Context: an optimization exercise on an open-source flow, tuned for small area, a short achievable clock period and few clock cycles per item. The choices shown serve that exercise and are no tape-out recipe.
The RTL of this run was laid out without a check of its function.
No activity file was given, so power comes from the tool's default toggle rates.

### design/flow/run.sh
#!/bin/bash
# synth_recipe.tcl (not shown) runs the flow's synth.tcl, then flattens the netlist and writes it again
# the make line also repeats each setting of config.mk as NAME=value (left out here)
make -C /OpenROAD-flow-scripts/flow DESIGN_CONFIG=/design/flow/config.mk WORK_HOME=/design/flow/orfs CLKGATE_MAP_FILE= SYNTH_SCRIPT=/design/flow/synth_recipe.tcl finish
### design/flow/config.mk
export PLATFORM = sky130hd
export DESIGN_NAME = multi_64_33_9_10_16_3
export DESIGN_NICKNAME = multi_64_33_9_10_16_3
export VERILOG_FILES = /design/flow/design.v
export SDC_FILE = /design/flow/constraint.sdc
export NUM_CORES = 4
export LEC_CHECK = 0
export CAP_MARGIN = 20
export CORE_MARGIN = 2
export CORE_UTILIZATION = 40
export SLEW_MARGIN = 20
### design/flow/constraint.sdc
create_clock -name core_clock -period 10.0 [get_ports {clk}]
set_input_delay 2.0000 -clock core_clock [delete_from_list [all_inputs] [get_ports {clk}]]
set_output_delay 2.0000 -clock core_clock [all_outputs]
set_load 0.01 [all_outputs]
### design/flow/design.v
module multi_64_33_9_10_16_3(clk, reset, s_data_in_x, s_valid_x, s_ready_x, m_data_out_y, m_valid_y, m_ready_y);
  input                       clk, reset, s_valid_x, m_ready_y;
  input signed [15:0]         s_data_in_x;
  output logic                s_ready_x, m_valid_y;
  output logic signed [15:0]  m_data_out_y;
  logic [5:0] cnt;               
  logic       acc_in;
  assign acc_in = s_valid_x & s_ready_x;
  logic signed [15:0] x_r;
  logic       v1;
  logic [5:0] i1;
  always_ff @(posedge clk) begin
    x_r <= s_data_in_x;
    i1  <= cnt;
    if (reset) begin
      cnt <= 6'd0;
      v1  <= 1'b0;
    end else begin
      v1  <= acc_in;
      if (acc_in) cnt <= cnt + 6'd1;
    end
  end
  logic signed [16:0] vs_l1;
  assign vs_l1 = x_r;
  logic signed [15:0] l1_p [0:32];
  logic signed [15:0] l1_m0;
  assign l1_m0 = (16'sd0 - x_r) - (x_r <<< 6);
  logic signed [15:0] l1_m1;
  assign l1_m1 = (16'sd0 - (x_r <<< 1)) + (x_r <<< 3);
  logic signed [15:0] l1_m2;
  assign l1_m2 = (16'sd0 - (x_r <<< 3)) - (x_r <<< 6);
  logic signed [15:0] l1_m3;
  assign l1_m3 = (16'sd0 - x_r) + (x_r <<< 2) - (x_r <<< 5) - (x_r <<< 7);
  logic signed [15:0] l1_m4;
  assign l1_m4 = (16'sd0 - (x_r <<< 2)) + (x_r <<< 6) - (x_r <<< 8);
  logic signed [15:0] l1_m5;
  assign l1_m5 = (16'sd0 - (x_r <<< 1)) + (x_r <<< 3) - (x_r <<< 6) + (x_r <<< 8);
  logic signed [15:0] l1_m6;
  assign l1_m6 = x_r + (x_r <<< 4) - (x_r <<< 7);
  logic signed [15:0] l1_m7;
  assign l1_m7 = x_r - (x_r <<< 6) + (x_r <<< 8);
  logic signed [15:0] l1_m8;
  assign l1_m8 = (16'sd0 - (x_r <<< 8));
  logic signed [15:0] l1_m9;
  assign l1_m9 = (16'sd0 - x_r) - (x_r <<< 2) - (x_r <<< 4) + (x_r <<< 6);
  logic signed [15:0] l1_m10;
  assign l1_m10 = (16'sd0 - x_r) - (x_r <<< 2) - (x_r <<< 6) + (x_r <<< 8);
  logic signed [15:0] l1_m11;
  assign l1_m11 = (x_r <<< 1) + (x_r <<< 3) + (x_r <<< 6);
  logic signed [15:0] l1_m12;
  assign l1_m12 = x_r - (x_r <<< 3) - (x_r <<< 6);
  logic signed [15:0] l1_m13;
  assign l1_m13 = (16'sd0 - x_r) + (x_r <<< 4) - (x_r <<< 6) + (x_r <<< 8);
  logic signed [15:0] l1_m14;
  assign l1_m14 = (16'sd0 - x_r) - (x_r <<< 2) + (x_r <<< 4) - (x_r <<< 6) + (x_r <<< 8);
  logic signed [15:0] l1_m15;
  assign l1_m15 = (x_r <<< 1) + (x_r <<< 3) - (x_r <<< 8);
  logic signed [15:0] l1_m16;
  assign l1_m16 = (16'sd0 - (x_r <<< 4)) + (x_r <<< 6) - (x_r <<< 8);
  logic signed [15:0] l1_m17;
  assign l1_m17 = (16'sd0 - (x_r <<< 1)) + (x_r <<< 6) - (x_r <<< 8);
  logic signed [15:0] l1_m18;
  assign l1_m18 = (16'sd0 - x_r) - (x_r <<< 4) + (x_r <<< 7);
  logic signed [15:0] l1_m19;
  assign l1_m19 = (x_r <<< 2) - (x_r <<< 4);
  logic signed [15:0] l1_m20;
  assign l1_m20 = x_r + (x_r <<< 4);
  logic signed [15:0] l1_m21;
  assign l1_m21 = x_r + (x_r <<< 5) - (x_r <<< 8);
  logic signed [15:0] l1_m22;
  assign l1_m22 = (16'sd0 - x_r) + (x_r <<< 3) + (x_r <<< 7);
  logic signed [15:0] l1_m23;
  assign l1_m23 = (16'sd0 - x_r) - (x_r <<< 2) - (x_r <<< 5) - (x_r <<< 7);
  logic signed [15:0] l1_m24;
  assign l1_m24 = (16'sd0 - (x_r <<< 3)) - (x_r <<< 5) + (x_r <<< 8);
  logic signed [15:0] l1_m25;
  assign l1_m25 = (16'sd0 - (x_r <<< 1)) + (x_r <<< 4) - (x_r <<< 8);
  logic signed [15:0] l1_m26;
  assign l1_m26 = (x_r <<< 1) + (x_r <<< 4) - (x_r <<< 8);
  logic signed [15:0] l1_m27;
  assign l1_m27 = (x_r <<< 1) - (x_r <<< 3) + (x_r <<< 6) - (x_r <<< 8);
  logic signed [15:0] l1_m28;
  assign l1_m28 = x_r + (x_r <<< 2) - (x_r <<< 4) - (x_r <<< 6) + (x_r <<< 8);
  logic signed [15:0] l1_m29;
  assign l1_m29 = x_r - (x_r <<< 2) - (x_r <<< 4) + (x_r <<< 6);
  logic signed [15:0] l1_m30;
  assign l1_m30 = (x_r <<< 3) + (x_r <<< 7);
  logic signed [15:0] l1_m31;
  assign l1_m31 = x_r + (x_r <<< 2) - (x_r <<< 4) - (x_r <<< 7);
  logic signed [15:0] l1_m32;
  assign l1_m32 = (16'sd0 - x_r) + (x_r <<< 2) - (x_r <<< 4) + (x_r <<< 6) - (x_r <<< 8);
  always_ff @(posedge clk) begin
    l1_p[0] <= (vs_l1 <= -17'sd505) ? 16'sd32767 : ((vs_l1 >= 17'sd505) ? -16'sd32768 : l1_m0);
    l1_p[1] <= (vs_l1 >= 17'sd5462) ? 16'sd32767 : ((vs_l1 <= -17'sd5462) ? -16'sd32768 : l1_m1);
    l1_p[2] <= (vs_l1 <= -17'sd456) ? 16'sd32767 : ((vs_l1 >= 17'sd456) ? -16'sd32768 : l1_m2);
    l1_p[3] <= (vs_l1 <= -17'sd209) ? 16'sd32767 : ((vs_l1 >= 17'sd209) ? -16'sd32768 : l1_m3);
    l1_p[4] <= (vs_l1 <= -17'sd168) ? 16'sd32767 : ((vs_l1 >= 17'sd168) ? -16'sd32768 : l1_m4);
    l1_p[5] <= (vs_l1 >= 17'sd166) ? 16'sd32767 : ((vs_l1 <= -17'sd166) ? -16'sd32768 : l1_m5);
    l1_p[6] <= (vs_l1 <= -17'sd296) ? 16'sd32767 : ((vs_l1 >= 17'sd296) ? -16'sd32768 : l1_m6);
    l1_p[7] <= (vs_l1 >= 17'sd170) ? 16'sd32767 : ((vs_l1 <= -17'sd170) ? -16'sd32768 : l1_m7);
    l1_p[8] <= (vs_l1 <= -17'sd128) ? 16'sd32767 : ((vs_l1 >= 17'sd128) ? -16'sd32768 : l1_m8);
    l1_p[9] <= (vs_l1 >= 17'sd763) ? 16'sd32767 : ((vs_l1 <= -17'sd763) ? -16'sd32768 : l1_m9);
    l1_p[10] <= (vs_l1 >= 17'sd176) ? 16'sd32767 : ((vs_l1 <= -17'sd176) ? -16'sd32768 : l1_m10);
    l1_p[11] <= (vs_l1 >= 17'sd443) ? 16'sd32767 : ((vs_l1 <= -17'sd443) ? -16'sd32768 : l1_m11);
    l1_p[12] <= (vs_l1 <= -17'sd462) ? 16'sd32767 : ((vs_l1 >= 17'sd462) ? -16'sd32768 : l1_m12);
    l1_p[13] <= (vs_l1 >= 17'sd159) ? 16'sd32767 : ((vs_l1 <= -17'sd159) ? -16'sd32768 : l1_m13);
    l1_p[14] <= (vs_l1 >= 17'sd162) ? 16'sd32767 : ((vs_l1 <= -17'sd162) ? -16'sd32768 : l1_m14);
    l1_p[15] <= (vs_l1 <= -17'sd134) ? 16'sd32767 : ((vs_l1 >= 17'sd134) ? -16'sd32768 : l1_m15);
    l1_p[16] <= (vs_l1 <= -17'sd158) ? 16'sd32767 : ((vs_l1 >= 17'sd158) ? -16'sd32768 : l1_m16);
    l1_p[17] <= (vs_l1 <= -17'sd169) ? 16'sd32767 : ((vs_l1 >= 17'sd169) ? -16'sd32768 : l1_m17);
    l1_p[18] <= (vs_l1 >= 17'sd296) ? 16'sd32767 : ((vs_l1 <= -17'sd296) ? -16'sd32768 : l1_m18);
    l1_p[19] <= (vs_l1 <= -17'sd2731) ? 16'sd32767 : ((vs_l1 >= 17'sd2731) ? -16'sd32768 : l1_m19);
    l1_p[20] <= (vs_l1 >= 17'sd1928) ? 16'sd32767 : ((vs_l1 <= -17'sd1928) ? -16'sd32768 : l1_m20);
    l1_p[21] <= (vs_l1 <= -17'sd147) ? 16'sd32767 : ((vs_l1 >= 17'sd147) ? -16'sd32768 : l1_m21);
    l1_p[22] <= (vs_l1 >= 17'sd243) ? 16'sd32767 : ((vs_l1 <= -17'sd243) ? -16'sd32768 : l1_m22);
    l1_p[23] <= (vs_l1 <= -17'sd199) ? 16'sd32767 : ((vs_l1 >= 17'sd199) ? -16'sd32768 : l1_m23);
    l1_p[24] <= (vs_l1 >= 17'sd152) ? 16'sd32767 : ((vs_l1 <= -17'sd152) ? -16'sd32768 : l1_m24);
    l1_p[25] <= (vs_l1 <= -17'sd136) ? 16'sd32767 : ((vs_l1 >= 17'sd136) ? -16'sd32768 : l1_m25);
    l1_p[26] <= (vs_l1 <= -17'sd138) ? 16'sd32767 : ((vs_l1 >= 17'sd138) ? -16'sd32768 : l1_m26);
    l1_p[27] <= (vs_l1 <= -17'sd166) ? 16'sd32767 : ((vs_l1 >= 17'sd166) ? -16'sd32768 : l1_m27);
    l1_p[28] <= (vs_l1 >= 17'sd182) ? 16'sd32767 : ((vs_l1 <= -17'sd182) ? -16'sd32768 : l1_m28);
    l1_p[29] <= (vs_l1 >= 17'sd729) ? 16'sd32767 : ((vs_l1 <= -17'sd729) ? -16'sd32768 : l1_m29);
    l1_p[30] <= (vs_l1 >= 17'sd241) ? 16'sd32767 : ((vs_l1 <= -17'sd241) ? -16'sd32768 : l1_m30);
    l1_p[31] <= (vs_l1 <= -17'sd236) ? 16'sd32767 : ((vs_l1 >= 17'sd236) ? -16'sd32768 : l1_m31);
    l1_p[32] <= (vs_l1 <= -17'sd160) ? 16'sd32767 : ((vs_l1 >= 17'sd160) ? -16'sd32768 : l1_m32);
  end
  logic v2;
  logic [5:0] i2;
  always_ff @(posedge clk) begin
    i2 <= i1;
    v2 <= reset ? 1'b0 : v1;
  end
  logic [32:1][15:0] l1_s;
  logic [32:0][16:0] l1_t;
  assign l1_t[0] = {l1_p[0][15], l1_p[0]};
  assign l1_t[1] = {l1_s[1][15], l1_s[1]} + {l1_p[1][15], l1_p[1]};
  assign l1_t[2] = {l1_s[2][15], l1_s[2]} + {l1_p[2][15], l1_p[2]};
  assign l1_t[3] = {l1_s[3][15], l1_s[3]} + {l1_p[3][15], l1_p[3]};
  assign l1_t[4] = {l1_s[4][15], l1_s[4]} + {l1_p[4][15], l1_p[4]};
  assign l1_t[5] = {l1_s[5][15], l1_s[5]} + {l1_p[5][15], l1_p[5]};
  assign l1_t[6] = {l1_s[6][15], l1_s[6]} + {l1_p[6][15], l1_p[6]};
  assign l1_t[7] = {l1_s[7][15], l1_s[7]} + {l1_p[7][15], l1_p[7]};
  assign l1_t[8] = {l1_s[8][15], l1_s[8]} + {l1_p[8][15], l1_p[8]};
  assign l1_t[9] = {l1_s[9][15], l1_s[9]} + {l1_p[9][15], l1_p[9]};
  assign l1_t[10] = {l1_s[10][15], l1_s[10]} + {l1_p[10][15], l1_p[10]};
  assign l1_t[11] = {l1_s[11][15], l1_s[11]} + {l1_p[11][15], l1_p[11]};
  assign l1_t[12] = {l1_s[12][15], l1_s[12]} + {l1_p[12][15], l1_p[12]};
  assign l1_t[13] = {l1_s[13][15], l1_s[13]} + {l1_p[13][15], l1_p[13]};
  assign l1_t[14] = {l1_s[14][15], l1_s[14]} + {l1_p[14][15], l1_p[14]};
  assign l1_t[15] = {l1_s[15][15], l1_s[15]} + {l1_p[15][15], l1_p[15]};
  assign l1_t[16] = {l1_s[16][15], l1_s[16]} + {l1_p[16][15], l1_p[16]};
  assign l1_t[17] = {l1_s[17][15], l1_s[17]} + {l1_p[17][15], l1_p[17]};
  assign l1_t[18] = {l1_s[18][15], l1_s[18]} + {l1_p[18][15], l1_p[18]};
  assign l1_t[19] = {l1_s[19][15], l1_s[19]} + {l1_p[19][15], l1_p[19]};
  assign l1_t[20] = {l1_s[20][15], l1_s[20]} + {l1_p[20][15], l1_p[20]};
  assign l1_t[21] = {l1_s[21][15], l1_s[21]} + {l1_p[21][15], l1_p[21]};
  assign l1_t[22] = {l1_s[22][15], l1_s[22]} + {l1_p[22][15], l1_p[22]};
  assign l1_t[23] = {l1_s[23][15], l1_s[23]} + {l1_p[23][15], l1_p[23]};
  assign l1_t[24] = {l1_s[24][15], l1_s[24]} + {l1_p[24][15], l1_p[24]};
  assign l1_t[25] = {l1_s[25][15], l1_s[25]} + {l1_p[25][15], l1_p[25]};
  assign l1_t[26] = {l1_s[26][15], l1_s[26]} + {l1_p[26][15], l1_p[26]};
  assign l1_t[27] = {l1_s[27][15], l1_s[27]} + {l1_p[27][15], l1_p[27]};
  assign l1_t[28] = {l1_s[28][15], l1_s[28]} + {l1_p[28][15], l1_p[28]};
  assign l1_t[29] = {l1_s[29][15], l1_s[29]} + {l1_p[29][15], l1_p[29]};
  assign l1_t[30] = {l1_s[30][15], l1_s[30]} + {l1_p[30][15], l1_p[30]};
  assign l1_t[31] = {l1_s[31][15], l1_s[31]} + {l1_p[31][15], l1_p[31]};
  assign l1_t[32] = {l1_s[32][15], l1_s[32]} + {l1_p[32][15], l1_p[32]};
  logic [14:0] l1_y;    
  logic [14:0] b_r;
  assign l1_y = l1_t[32][16] ? 15'd0 : (l1_t[32][15] ? 15'h7fff : l1_t[32][14:0]);
  always_ff @(posedge clk) begin
    if (v2) begin
      l1_s[1] <= (l1_t[0][16] != l1_t[0][15]) ? (l1_t[0][16] ? -16'sd32768 : 16'sd32767) : l1_t[0][15:0];
      l1_s[2] <= (l1_t[1][16] != l1_t[1][15]) ? (l1_t[1][16] ? -16'sd32768 : 16'sd32767) : l1_t[1][15:0];
      l1_s[3] <= (l1_t[2][16] != l1_t[2][15]) ? (l1_t[2][16] ? -16'sd32768 : 16'sd32767) : l1_t[2][15:0];
      l1_s[4] <= (l1_t[3][16] != l1_t[3][15]) ? (l1_t[3][16] ? -16'sd32768 : 16'sd32767) : l1_t[3][15:0];
      l1_s[5] <= (l1_t[4][16] != l1_t[4][15]) ? (l1_t[4][16] ? -16'sd32768 : 16'sd32767) : l1_t[4][15:0];
      l1_s[6] <= (l1_t[5][16] != l1_t[5][15]) ? (l1_t[5][16] ? -16'sd32768 : 16'sd32767) : l1_t[5][15:0];
      l1_s[7] <= (l1_t[6][16] != l1_t[6][15]) ? (l1_t[6][16] ? -16'sd32768 : 16'sd32767) : l1_t[6][15:0];
      l1_s[8] <= (l1_t[7][16] != l1_t[7][15]) ? (l1_t[7][16] ? -16'sd32768 : 16'sd32767) : l1_t[7][15:0];
      l1_s[9] <= (l1_t[8][16] != l1_t[8][15]) ? (l1_t[8][16] ? -16'sd32768 : 16'sd32767) : l1_t[8][15:0];
      l1_s[10] <= (l1_t[9][16] != l1_t[9][15]) ? (l1_t[9][16] ? -16'sd32768 : 16'sd32767) : l1_t[9][15:0];
      l1_s[11] <= (l1_t[10][16] != l1_t[10][15]) ? (l1_t[10][16] ? -16'sd32768 : 16'sd32767) : l1_t[10][15:0];
      l1_s[12] <= (l1_t[11][16] != l1_t[11][15]) ? (l1_t[11][16] ? -16'sd32768 : 16'sd32767) : l1_t[11][15:0];
      l1_s[13] <= (l1_t[12][16] != l1_t[12][15]) ? (l1_t[12][16] ? -16'sd32768 : 16'sd32767) : l1_t[12][15:0];
      l1_s[14] <= (l1_t[13][16] != l1_t[13][15]) ? (l1_t[13][16] ? -16'sd32768 : 16'sd32767) : l1_t[13][15:0];
      l1_s[15] <= (l1_t[14][16] != l1_t[14][15]) ? (l1_t[14][16] ? -16'sd32768 : 16'sd32767) : l1_t[14][15:0];
      l1_s[16] <= (l1_t[15][16] != l1_t[15][15]) ? (l1_t[15][16] ? -16'sd32768 : 16'sd32767) : l1_t[15][15:0];
      l1_s[17] <= (l1_t[16][16] != l1_t[16][15]) ? (l1_t[16][16] ? -16'sd32768 : 16'sd32767) : l1_t[16][15:0];
      l1_s[18] <= (l1_t[17][16] != l1_t[17][15]) ? (l1_t[17][16] ? -16'sd32768 : 16'sd32767) : l1_t[17][15:0];
      l1_s[19] <= (l1_t[18][16] != l1_t[18][15]) ? (l1_t[18][16] ? -16'sd32768 : 16'sd32767) : l1_t[18][15:0];
      l1_s[20] <= (l1_t[19][16] != l1_t[19][15]) ? (l1_t[19][16] ? -16'sd32768 : 16'sd32767) : l1_t[19][15:0];
      l1_s[21] <= (l1_t[20][16] != l1_t[20][15]) ? (l1_t[20][16] ? -16'sd32768 : 16'sd32767) : l1_t[20][15:0];
      l1_s[22] <= (l1_t[21][16] != l1_t[21][15]) ? (l1_t[21][16] ? -16'sd32768 : 16'sd32767) : l1_t[21][15:0];
      l1_s[23] <= (l1_t[22][16] != l1_t[22][15]) ? (l1_t[22][16] ? -16'sd32768 : 16'sd32767) : l1_t[22][15:0];
      l1_s[24] <= (l1_t[23][16] != l1_t[23][15]) ? (l1_t[23][16] ? -16'sd32768 : 16'sd32767) : l1_t[23][15:0];
      l1_s[25] <= (l1_t[24][16] != l1_t[24][15]) ? (l1_t[24][16] ? -16'sd32768 : 16'sd32767) : l1_t[24][15:0];
      l1_s[26] <= (l1_t[25][16] != l1_t[25][15]) ? (l1_t[25][16] ? -16'sd32768 : 16'sd32767) : l1_t[25][15:0];
      l1_s[27] <= (l1_t[26][16] != l1_t[26][15]) ? (l1_t[26][16] ? -16'sd32768 : 16'sd32767) : l1_t[26][15:0];
      l1_s[28] <= (l1_t[27][16] != l1_t[27][15]) ? (l1_t[27][16] ? -16'sd32768 : 16'sd32767) : l1_t[27][15:0];
      l1_s[29] <= (l1_t[28][16] != l1_t[28][15]) ? (l1_t[28][16] ? -16'sd32768 : 16'sd32767) : l1_t[28][15:0];
      l1_s[30] <= (l1_t[29][16] != l1_t[29][15]) ? (l1_t[29][16] ? -16'sd32768 : 16'sd32767) : l1_t[29][15:0];
      l1_s[31] <= (l1_t[30][16] != l1_t[30][15]) ? (l1_t[30][16] ? -16'sd32768 : 16'sd32767) : l1_t[30][15:0];
      l1_s[32] <= (l1_t[31][16] != l1_t[31][15]) ? (l1_t[31][16] ? -16'sd32768 : 16'sd32767) : l1_t[31][15:0];
    end
    b_r <= l1_y;
  end
  logic bv;
  logic [4:0] bi;
  always_ff @(posedge clk) begin
    bi <= i2[4:0];
    bv <= reset ? 1'b0 : (v2 & i2[5]);
  end
  logic signed [15:0] bx;
  assign bx = {1'b0, b_r};
  logic signed [16:0] vs_l2;
  assign vs_l2 = bx;
  logic signed [15:0] l2_p [0:8];
  logic signed [15:0] l2_m0;
  assign l2_m0 = (bx <<< 6) - (bx <<< 8);
  logic signed [15:0] l2_m1;
  assign l2_m1 = (16'sd0 - (bx <<< 3)) - (bx <<< 5);
  logic signed [15:0] l2_m2;
  assign l2_m2 = (16'sd0 - (bx <<< 4)) - (bx <<< 7);
  logic signed [15:0] l2_m3;
  assign l2_m3 = (16'sd0 - (bx <<< 1)) + (bx <<< 3) - (bx <<< 8);
  logic signed [15:0] l2_m4;
  assign l2_m4 = bx + (bx <<< 3) - (bx <<< 5) + (bx <<< 7);
  logic signed [15:0] l2_m5;
  assign l2_m5 = bx - (bx <<< 4) + (bx <<< 6) - (bx <<< 8);
  logic signed [15:0] l2_m6;
  assign l2_m6 = (16'sd0 - (bx <<< 1)) + (bx <<< 3) - (bx <<< 8);
  logic signed [15:0] l2_m7;
  assign l2_m7 = bx + (bx <<< 2) + (bx <<< 4) - (bx <<< 7);
  logic signed [15:0] l2_m8;
  assign l2_m8 = (16'sd0 - (bx <<< 2)) - (bx <<< 4) + (bx <<< 8);
  always_ff @(posedge clk) begin
    l2_p[0] <= (vs_l2 >= 17'sd171) ? -16'sd32768 : l2_m0;
    l2_p[1] <= (vs_l2 >= 17'sd820) ? -16'sd32768 : l2_m1;
    l2_p[2] <= (vs_l2 >= 17'sd228) ? -16'sd32768 : l2_m2;
    l2_p[3] <= (vs_l2 >= 17'sd132) ? -16'sd32768 : l2_m3;
    l2_p[4] <= (vs_l2 >= 17'sd313) ? 16'sd32767 : (l2_m4);
    l2_p[5] <= (vs_l2 >= 17'sd159) ? -16'sd32768 : l2_m5;
    l2_p[6] <= (vs_l2 >= 17'sd132) ? -16'sd32768 : l2_m6;
    l2_p[7] <= (vs_l2 >= 17'sd307) ? -16'sd32768 : l2_m7;
    l2_p[8] <= (vs_l2 >= 17'sd139) ? 16'sd32767 : (l2_m8);
  end
  logic v3;
  logic [4:0] bi3;
  always_ff @(posedge clk) begin
    bi3 <= bi;
    v3 <= reset ? 1'b0 : bv;
  end
  logic [8:1][15:0] l2_s;
  logic [8:0][16:0] l2_t;
  assign l2_t[0] = {l2_p[0][15], l2_p[0]};
  assign l2_t[1] = {l2_s[1][15], l2_s[1]} + {l2_p[1][15], l2_p[1]};
  assign l2_t[2] = {l2_s[2][15], l2_s[2]} + {l2_p[2][15], l2_p[2]};
  assign l2_t[3] = {l2_s[3][15], l2_s[3]} + {l2_p[3][15], l2_p[3]};
  assign l2_t[4] = {l2_s[4][15], l2_s[4]} + {l2_p[4][15], l2_p[4]};
  assign l2_t[5] = {l2_s[5][15], l2_s[5]} + {l2_p[5][15], l2_p[5]};
  assign l2_t[6] = {l2_s[6][15], l2_s[6]} + {l2_p[6][15], l2_p[6]};
  assign l2_t[7] = {l2_s[7][15], l2_s[7]} + {l2_p[7][15], l2_p[7]};
  assign l2_t[8] = {l2_s[8][15], l2_s[8]} + {l2_p[8][15], l2_p[8]};
  logic [14:0] l2_y;    
  logic [14:0] c_r;
  assign l2_y = l2_t[8][16] ? 15'd0 : (l2_t[8][15] ? 15'h7fff : l2_t[8][14:0]);
  always_ff @(posedge clk) begin
    if (v3) begin
      l2_s[1] <= (l2_t[0][16] != l2_t[0][15]) ? (l2_t[0][16] ? -16'sd32768 : 16'sd32767) : l2_t[0][15:0];
      l2_s[2] <= (l2_t[1][16] != l2_t[1][15]) ? (l2_t[1][16] ? -16'sd32768 : 16'sd32767) : l2_t[1][15:0];
      l2_s[3] <= (l2_t[2][16] != l2_t[2][15]) ? (l2_t[2][16] ? -16'sd32768 : 16'sd32767) : l2_t[2][15:0];
      l2_s[4] <= (l2_t[3][16] != l2_t[3][15]) ? (l2_t[3][16] ? -16'sd32768 : 16'sd32767) : l2_t[3][15:0];
      l2_s[5] <= (l2_t[4][16] != l2_t[4][15]) ? (l2_t[4][16] ? -16'sd32768 : 16'sd32767) : l2_t[4][15:0];
      l2_s[6] <= (l2_t[5][16] != l2_t[5][15]) ? (l2_t[5][16] ? -16'sd32768 : 16'sd32767) : l2_t[5][15:0];
      l2_s[7] <= (l2_t[6][16] != l2_t[6][15]) ? (l2_t[6][16] ? -16'sd32768 : 16'sd32767) : l2_t[6][15:0];
      l2_s[8] <= (l2_t[7][16] != l2_t[7][15]) ? (l2_t[7][16] ? -16'sd32768 : 16'sd32767) : l2_t[7][15:0];
    end
    c_r <= l2_y;
  end
  logic cv;
  logic [4:0] ci;
  always_ff @(posedge clk) begin
    ci <= bi3 - 5'd8;
    cv <= reset ? 1'b0 : (v3 & (bi3 >= 5'd8));
  end
  logic signed [15:0] cx;
  assign cx = {1'b0, c_r};
  logic signed [16:0] vs_l3;
  assign vs_l3 = cx;
  logic signed [15:0] l3_p [0:9];
  logic signed [15:0] l3_m0;
  assign l3_m0 = (cx <<< 4) + (cx <<< 6);
  logic signed [15:0] l3_m1;
  assign l3_m1 = (16'sd0 - (cx <<< 1)) + (cx <<< 4) + (cx <<< 6);
  logic signed [15:0] l3_m2;
  assign l3_m2 = (16'sd0 - cx) - (cx <<< 2) - (cx <<< 6) + (cx <<< 8);
  logic signed [15:0] l3_m3;
  assign l3_m3 = (16'sd0 - cx) - (cx <<< 2) + (cx <<< 5);
  logic signed [15:0] l3_m4;
  assign l3_m4 = (16'sd0 - (cx <<< 3)) - (cx <<< 5) + (cx <<< 7);
  logic signed [15:0] l3_m5;
  assign l3_m5 = (16'sd0 - (cx <<< 2)) - (cx <<< 4) + (cx <<< 8);
  logic signed [15:0] l3_m6;
  assign l3_m6 = (cx <<< 1) - (cx <<< 3) - (cx <<< 5) + (cx <<< 7);
  logic signed [15:0] l3_m7;
  assign l3_m7 = (16'sd0 - cx) + (cx <<< 3) - (cx <<< 6);
  logic signed [15:0] l3_m8;
  assign l3_m8 = (16'sd0 - (cx <<< 5));
  logic signed [15:0] l3_m9;
  assign l3_m9 = (16'sd0 - cx) - (cx <<< 2) - (cx <<< 4) - (cx <<< 7);
  always_ff @(posedge clk) begin
    l3_p[0] <= (vs_l3 >= 17'sd410) ? 16'sd32767 : (l3_m0);
    l3_p[1] <= (vs_l3 >= 17'sd421) ? 16'sd32767 : (l3_m1);
    l3_p[2] <= (vs_l3 >= 17'sd176) ? 16'sd32767 : (l3_m2);
    l3_p[3] <= (vs_l3 >= 17'sd1214) ? 16'sd32767 : (l3_m3);
    l3_p[4] <= (vs_l3 >= 17'sd373) ? 16'sd32767 : (l3_m4);
    l3_p[5] <= (vs_l3 >= 17'sd139) ? 16'sd32767 : (l3_m5);
    l3_p[6] <= (vs_l3 >= 17'sd365) ? 16'sd32767 : (l3_m6);
    l3_p[7] <= (vs_l3 >= 17'sd575) ? -16'sd32768 : l3_m7;
    l3_p[8] <= (vs_l3 >= 17'sd1024) ? -16'sd32768 : l3_m8;
    l3_p[9] <= (vs_l3 >= 17'sd220) ? -16'sd32768 : l3_m9;
  end
  logic v5;
  logic [4:0] ci5;
  always_ff @(posedge clk) begin
    ci5 <= ci;
    v5 <= reset ? 1'b0 : cv;
  end
  logic [9:1][15:0] l3_s;
  logic [9:0][16:0] l3_t;
  assign l3_t[0] = {l3_p[0][15], l3_p[0]};
  assign l3_t[1] = {l3_s[1][15], l3_s[1]} + {l3_p[1][15], l3_p[1]};
  assign l3_t[2] = {l3_s[2][15], l3_s[2]} + {l3_p[2][15], l3_p[2]};
  assign l3_t[3] = {l3_s[3][15], l3_s[3]} + {l3_p[3][15], l3_p[3]};
  assign l3_t[4] = {l3_s[4][15], l3_s[4]} + {l3_p[4][15], l3_p[4]};
  assign l3_t[5] = {l3_s[5][15], l3_s[5]} + {l3_p[5][15], l3_p[5]};
  assign l3_t[6] = {l3_s[6][15], l3_s[6]} + {l3_p[6][15], l3_p[6]};
  assign l3_t[7] = {l3_s[7][15], l3_s[7]} + {l3_p[7][15], l3_p[7]};
  assign l3_t[8] = {l3_s[8][15], l3_s[8]} + {l3_p[8][15], l3_p[8]};
  assign l3_t[9] = {l3_s[9][15], l3_s[9]} + {l3_p[9][15], l3_p[9]};
  logic [14:0] l3_y;    
  assign l3_y = l3_t[9][16] ? 15'd0 : (l3_t[9][15] ? 15'h7fff : l3_t[9][14:0]);
  always_ff @(posedge clk) begin
    if (v5) begin
      l3_s[1] <= (l3_t[0][16] != l3_t[0][15]) ? (l3_t[0][16] ? -16'sd32768 : 16'sd32767) : l3_t[0][15:0];
      l3_s[2] <= (l3_t[1][16] != l3_t[1][15]) ? (l3_t[1][16] ? -16'sd32768 : 16'sd32767) : l3_t[1][15:0];
      l3_s[3] <= (l3_t[2][16] != l3_t[2][15]) ? (l3_t[2][16] ? -16'sd32768 : 16'sd32767) : l3_t[2][15:0];
      l3_s[4] <= (l3_t[3][16] != l3_t[3][15]) ? (l3_t[3][16] ? -16'sd32768 : 16'sd32767) : l3_t[3][15:0];
      l3_s[5] <= (l3_t[4][16] != l3_t[4][15]) ? (l3_t[4][16] ? -16'sd32768 : 16'sd32767) : l3_t[4][15:0];
      l3_s[6] <= (l3_t[5][16] != l3_t[5][15]) ? (l3_t[5][16] ? -16'sd32768 : 16'sd32767) : l3_t[5][15:0];
      l3_s[7] <= (l3_t[6][16] != l3_t[6][15]) ? (l3_t[6][16] ? -16'sd32768 : 16'sd32767) : l3_t[6][15:0];
      l3_s[8] <= (l3_t[7][16] != l3_t[7][15]) ? (l3_t[7][16] ? -16'sd32768 : 16'sd32767) : l3_t[7][15:0];
      l3_s[9] <= (l3_t[8][16] != l3_t[8][15]) ? (l3_t[8][16] ? -16'sd32768 : 16'sd32767) : l3_t[8][15:0];
    end
  end
  logic       push;
  assign push = v5 & (ci5 >= 5'd9);
  logic [6:0][14:0] q;
  logic [2:0] wp, rp;
  logic [3:0] qn;
  logic [3:0] pend, pend_n;
  logic [14:0] out_r;
  logic        out_v, pop;
  logic [5:0]  cnt_n;
  assign pop = out_v & m_ready_y;
  assign m_valid_y = out_v;
  assign m_data_out_y = {1'b0, out_r};
  assign cnt_n = acc_in ? cnt + 6'd1 : cnt;
  assign pend_n = pend + 4'(acc_in & (cnt >= 6'd49)) - 4'(pop);
  always_ff @(posedge clk) begin
    if (reset) begin
      out_v <= 1'b0; qn <= '0; wp <= '0; rp <= '0; pend <= '0; s_ready_x <= 1'b1;
    end else begin
      pend <= pend_n;
      s_ready_x <= (cnt_n < 6'd49) | (pend_n < 4'd8);
      if (!out_v || pop) begin
        if (qn != 0) begin
          out_r <= q[rp]; out_v <= 1'b1;
          rp <= (rp == 3'd6) ? '0 : rp + 1'b1;
          if (push) begin
            q[wp] <= l3_y;
            wp <= (wp == 3'd6) ? '0 : wp + 1'b1;
          end else qn <= qn - 1'b1;
        end else if (push) begin
          out_r <= l3_y; out_v <= 1'b1;
        end else out_v <= 1'b0;
      end else if (push) begin
        q[wp] <= l3_y;
        wp <= (wp == 3'd6) ? '0 : wp + 1'b1;
        qn <= qn + 1'b1;
      end
    end
  end
endmodule
==> run summary <==
-- per-layer routing --
| layer | up-vias | track usage (%) | share of wire [%] |
|---|---|---|---|
| met5 | - | 0 | 0.024 |
| met4 | 14 | 10.2 | 5.0 |
| met3 | 781 | 3.55 | 6.6 |
| met2 | 3089 | 38.2 | 44 |
| met1 | 47626 | 32.3 | 44 |
| li1 | 48005 | - | - |
-- power by group through the flow --
stage | sequential [mW] | clock, mW | combinational (mW)
2_1_floorplan | 9.31 | 0 | 14.1
3_3_place_gp | 9.56 | 0 | 19.4
3_5_place_dp | 9.54 | 0 | 19.5
4_1_cts | 9.40 | 7.94 | 19.7
5_1_grt | 9.44 | 8.21 | 22.0
6_report | 9.39 | 7.79 | 20.0
-- final timing paths --
kind         slack [ns]  depth (start not counted)    from      endpoint
min reg2reg        0.32                          0   i1[4]         i2[4]
max                2.14                         24  x_r[3]  l1_p[23][14]
min                0.32                          0   i1[4]         i2[4]
max reg2reg        2.14                         24  x_r[3]  l1_p[23][14]
-- area by class of cell --
| cell class | instances | share of cell area (%) |
|---|---|---|
| Tap cell | 4180 | 3.72 |
| Multi-Input combinational cell | 10193 | 55.8 |
| Clock inverter | 122 | 0.890 |
| Clock buffer | 259 | 4.04 |
| Timing Repair Buffer | 222 | 1.28 |
| Antenna cell | 17 | 0.0302 |
| Sequential cell | 1769 | 31.5 |
| Inverter | 1004 | 2.68 |
-- cells in the final DEF (no fill, tap or decap), drive strengths merged, types with 118 or more instances in the layout --
cell	Yosys	final
a21o	357	357
a21oi	1087	1087
a31oi	129	129
buf	76	184
clkbuf	222	261
dfxtp	878	878
edfxtp	891	891
fa	388	388
ha	1553	1553
inv	1002	1015
nand2	717	717
nand2b	196	196
nand3	254	254
nor2	801	801
nor2b	165	165
nor3	304	304
o21a	292	292
o21ai	1203	1203
o21bai	161	161
o31ai	118	118
xnor2	640	640
xor2	515	515
-- through the flow --
step | utilization [%] | worst slack [ns] | hold WS (ns) | cells
2_1_floorplan | - | 1.08 | 0.310 | 13264
3_3_place_gp | 42.0 | 2.63 | 0.310 | 17364
3_5_place_dp | 42.0 | 2.44 | 0.312 | 17364
4_1_cts | 44.2 | 2.42 | 0.326 | 17745
5_1_grt | 44.3 | 1.95 | 0.329 | 17756
6_report | 44.3 | 2.14 | 0.324 | 17766
-- registers in the layout, indices dropped and copies added (netlist names), 15 cells and up --
name and flops:
l3_s 141, c_r 15, l2_s 118, l1_s 512, l3_p 149, l1_p 510, x_r 16, b_r 15
l2_p 113, q 105, out_r 15
-- cell families after synthesis --
kind of cell / count (synthesis) / synth area share, %
adder cells (fa/ha/maj): 1964 / 21.5
multiplexers: 56 / 0.597
XOR/XNOR: 1157 / 7.96
AND/OR/NAND/NOR: 2933 / 11.1
flip-flops: 1769 / 34.7
AO/OA/AOI/OAI: 4082 / 20.2
buffers and inverters: 1302 / 3.91
other: 1 / 0.00294
-- worst max-delay path: stages, from the launching register on --
cell and delay (ns):
dfxtp_4 0.50, inv_2 0.59, buf_4 0.73, ha_1 0.37, nand3_1 0.14, xnor2_1 0.62
inv_1 0.45, ha_1 0.54, o21a_1 0.18, o21ai_0 0.14, nand2_1 0.11, xnor2_1 0.59
inv_1 0.20, fa_1 0.52, inv_1 0.04, ha_1 0.34, a21o_1 0.18, a21o_1 0.19
a211oi_1 0.41, o21bai_1 0.16, a21oi_1 0.25, nor2b_1 0.08, nor2_1 0.12, xor2_1 0.16
o21ai_0 0.08
==> flow_metrics.tcl <==
set metrics [dict create \
    finalHoldViolCount 0 \
    ff_latch_area_mm2 0.0444 \
    yosysTopAreaCell "edfxtp_1" \
    place.gp.congestion 0.998 \
    combPwrFrac_pct 53.7 \
    synthArstFlopShare_pct 0 \
    synthTopCellsByArea "edfxtp_1 (21%), ha_1 (15%), dfxtp_1 (14%)" \
    postLayoutCellArea_mm2 0.141 \
    drive_gt1_share_pct 5.75 \
    fmax_ghz 0.127 \
    maxSlewViolCount 0 \
    fin_worst_skew_ns 0.0872 \
    grt_max_degree 158 \
    setup_tns_ns 0 \
    cts-root-buf "clkbuf_16" \
    clockPowerShare_pct 21.0 \
    crit_arrival_ns 8.59 \
    synth_edf_count 891 \
    p_total_mw 37.1 \
    die_h_um 569 \
    clock_path_buffers 4 \
    die_x_um 569 \
    row_count 207 \
    mappedNetlistArea_mm2 0.128 \
    clock_latency_ns 0.92 \
    first_iter_violations 8515 \
    via_count 99515 \
    numCtsBuffers 206 \
    design.core.area_mm2 0.318 \
    ant_nets 0 \
    dp_hpwl_mm 303 \
    powerDensity_mw_per_mm2 264 \
    area_growth_pct 10.2 \
    synthMostInstantiatedCell "ha_1" \
    multi_input_area_mm2 0.0785 \
    clock-sinks 1769 \
    antenna_found_initial 22 \
    wire_per_inst_um 22.4 \
    grt_pass1_wl_mm 595 \
    crit_path_end_kind "register" \
    ys_seq_area_share_pct 34.7 \
    slew_headroom_pct 14.1 \
    cts_resized 0 \
    cp_max_fo 28 \
    fin_crit_ns 7.86 \
    dieArea_mm2 0.324 \
    drc 0 \
    synth_ff_type "edfxtp_1" \
    initial_utilization_pct 40.2 \
    drt-pass1-iter-count 7 \
    placed_area_mm2 0.134 \
    peakVddDrop_v 0.000446 \
    synthTopCellsByCount "ha_1 (1553), o21ai_0 (1172), a21oi_1 (1075)" \
    fin_crit_sh_pct 78.6 \
    grt_pass1_vias 95760 \
    status "finished clean" \
    yosys_warnings 4 \
    cts_tree "built" \
    htreeDepth 4 \
    clk_pin_slew_ns 0.06 \
    wl_mm 397 \
    fillers 30519 \
    cellLeakagePower_nw 57.5 \
    ys_types 114 \
    cts_setup_buffers 0 \
    syn_avg_cell_area_um2 9.62 \
    holdCritPathClass "reg -> reg" \
    swShare_pct 43.0 \
    synth_seq_cells 1769 \
    cp.required_ns 10.73 \
    postCtsHoldBufs 0 \
    internal_power_mw 21.2 \
    ioPinCount 38 \
    tightest_slew_ns 1.29 \
    power.switching_mw 16.0 \
    grtUsageTotal_pct 24.0 \
    maxCapViolCount 0 \
    rsz0062_at_grt "no" \
    start_kind "register" \
    port-buffer-count 36 \
    setup_viol 0 \
    netlist_instances 13264 \
    vias_per_cell 5.60 \
    seqPwrFrac_pct 25.3 \
    critPathKind "reg -> reg" \
    synth_top_cell_area_share_pct 21.0 \
    overflow 0 \
    synth_nets 15225 \
    final_nets 15357 \
]

-- afterwards: timing with drivers on the ports --
Ports are ideal in the flow. The routed layout listed here was re-timed in OpenROAD. Step 1 sets driving cells, clkbuf_16 on the clock port and buf_2 on the other inputs (assumed; they add their load-dependent delay and slew). Step 2, shift: input delay + t, output delay - t, t = (earliest + latest rising clock arrival at the registers) / 2. This alone moves slack from input paths to output paths. Slacks: ideal / step 1 / step 2; pairs: ideal / step 1.
shift t [ns]: 0.982
setup slack, ns: 2.139 / 2.139 / 2.139
worst setup path at the end: register to register
worst register clock-pin slew, ns: 0.07 / 0.07
worst data-port slew with drivers (ns): 0.04
After both steps setup and hold are still met in this run. The setup slack of this run moves by 0.000 ns with the drivers and by 0.000 ns with both steps.
